This is an optimization exercise on Yosys and OpenROAD, whose aim is small area, not a production implementation. The RTL was checked by simulation tests, not by an equivalence proof against the original design. No activity file was given, so power comes from the tool's default toggle rates.

Design fir_wishbone, start of the top module:
module fir_wishbone #(
    parameter N = 4,
    parameter DATA_WIDTH = 16
)(
    input  wire                  clk,
    input  wire                  rst,
    input  wire [3:0]            adr_i,
    input  wire [DATA_WIDTH-1:0] dat_i,
    output wire [DATA_WIDTH-1:0] dat_o,
    input  wire                  we_i,
    input  wire                  stb_i,
    input  wire                  cyc_i,
    output reg                   ack_o
);
Size: ~210 flip-flops, roughly 42 I/O pins.
clock: 10.0 ns
lec_check: 0
cap_margin: 20
core_margin: 2
core_utilization: 65
cts_cluster_diameter: 60
cts_cluster_size: 18
place_density: 0.85
slew_margin: 20
standard.sh (not shown) runs the stock make flow with config.mk's settings and CLKGATE_MAP_FILE= SYNTH_SCRIPT=/design/flow/synth_recipe.tcl, a recipe that flattens the netlist after the stock synthesis.
==> flow/flow/run.sh <==
#!/bin/bash
# Own flow: the standard layout, except that synthesis extracts the
# design's full adders before Yosys's "abc -fast" (ORFS's synth.tcl otherwise
# runs the whole fine stage of synth first, which restructures them and
# leaves inverters between adder cells).  Everything else, including the
# registers, is as in the standard synthesis.
set -euo pipefail
WORK=$(pwd)

# Our synthesis script: ORFS's synth.tcl with the fine stage spelled out.
python3 - "$FLOW_HOME/scripts/synth.tcl" "$WORK/synth_own.tcl" <<'PY'
import sys
s = open(sys.argv[1]).read()
old = "  synth -top $::env(DESIGN_NAME) -run fine: {*}$synth_full_args\n"
new = """  opt -fast -full
  memory_map
  opt -full
  techmap -map +/techmap.v -map $::env(FLOW_HOME)/platforms/common/lcu_kogge_stone.v
  opt -fast
  extract_fa
  techmap -map $::env(ADDER_MAP_FILE)
  techmap
  opt -fast
  abc -fast
  opt -fast
  synth -top $::env(DESIGN_NAME) -run check: {*}$synth_full_args
"""
assert s.count(old) == 1, "synth.tcl changed"
open(sys.argv[2], "w").write(s.replace(old, new))
PY
# The standard flow's synthesis wrapper (synth -nofsm -noshare, flatten, renames), sourcing ours
grep -q 'source $::env(SCRIPTS_DIR)/synth.tcl' synth_recipe.tcl
sed "s#source \$::env(SCRIPTS_DIR)/synth.tcl#source $WORK/synth_own.tcl#" synth_recipe.tcl > own_synth.tcl
# standard.sh with our synthesis script and the extra make variables in
# flow/extra.txt (one NAME=value per line)
python3 - "$WORK" <<'PY'
import shlex, sys
work = sys.argv[1]
s = open("standard.sh").read()
old = "SYNTH_SCRIPT=" + shlex.quote(work + "/synth_recipe.tcl")
assert s.count(old) == 1, "standard.sh changed"
s = s.replace(old, "SYNTH_SCRIPT=" + shlex.quote(work + "/own_synth.tcl"))
extra = [l.strip() for l in open("flow/extra.txt") if l.strip() and not l.startswith("#")]
tail = '"${@:-finish}"'
assert s.count(tail) == 1
s = s.replace(tail, " ".join(shlex.quote(e) for e in extra) + " " + tail)
open("standard_own.sh", "w").write(s)
PY

bash standard_own.sh synth > synth.log 2>&1
bash standard_own.sh > layout.log 2>&1
test -f out/final.def
==> flow/flow/extra.txt <==
# extra ORFS make variables for this flow
BUFFER_PORTS_ARGS=-buffer_cell sky130_fd_sc_hd__buf_1
CTS_ARGS=-sink_clustering_enable -repair_clock_nets -sink_clustering_size 18 -sink_clustering_max_diameter 60 -dont_use_dummy_load -buf_list sky130_fd_sc_hd__clkbuf_8
RECOVER_POWER=100
The starting point reached the layout checks and failed them: capacitance limit, slew limit.
Edit:
==> flow/flow/extra.txt (replaced) <==
# extra ORFS make variables for this flow
BUFFER_PORTS_ARGS=-buffer_cell sky130_fd_sc_hd__buf_1
CTS_ARGS=-sink_clustering_enable -repair_clock_nets -sink_clustering_size 25 -sink_clustering_max_diameter 100 -dont_use_dummy_load
--- a/flow/config.mk
+++ b/flow/config.mk
@@ -10,3 +10,3 @@
-export CORE_UTILIZATION = 65
-export CTS_CLUSTER_DIAMETER = 60
-export CTS_CLUSTER_SIZE = 18
+export CORE_UTILIZATION = 40
+export CTS_CLUSTER_DIAMETER = 100
+export CTS_CLUSTER_SIZE = 25
Outcome: The changed run produced a clean layout; worst hold slack gains 0.0080 ns; die area went up by about 60%; non-clock buffer count went up by 2; first-iteration DRC count went down by about 15%; setup slack gains 0.020 ns; power went up by 4.7%.

-- what the ideal ports hide --
Ports are ideal in the flow. The routed layouts listed here were re-timed in OpenROAD.
Step 1 (the two cells are an assumption about what drives the block):
set clk [get_ports {clk}]
set_driving_cell -lib_cell sky130_fd_sc_hd__clkbuf_16 $clk
set_driving_cell -lib_cell sky130_fd_sc_hd__buf_2 [delete_from_list [all_inputs] $clk]
Step 2 times the ports against the registers' clock, not the clock port: input delays grow and output delays shrink by t, the midpoint of the rising clock arrivals with the driver on.
Slacks: ideal ports / drivers / drivers and shift; pairs: ideal ports / drivers.
run	t (ns)	setup WS [ns]	worst setup path at the end	worst data-port slew with drivers (ns)
the first run	0.538	0.279 / 0.279 / 0.279	register to register	0.04
the second run	0.504	0.299 / 0.299 / 0.299	register to register	0.05
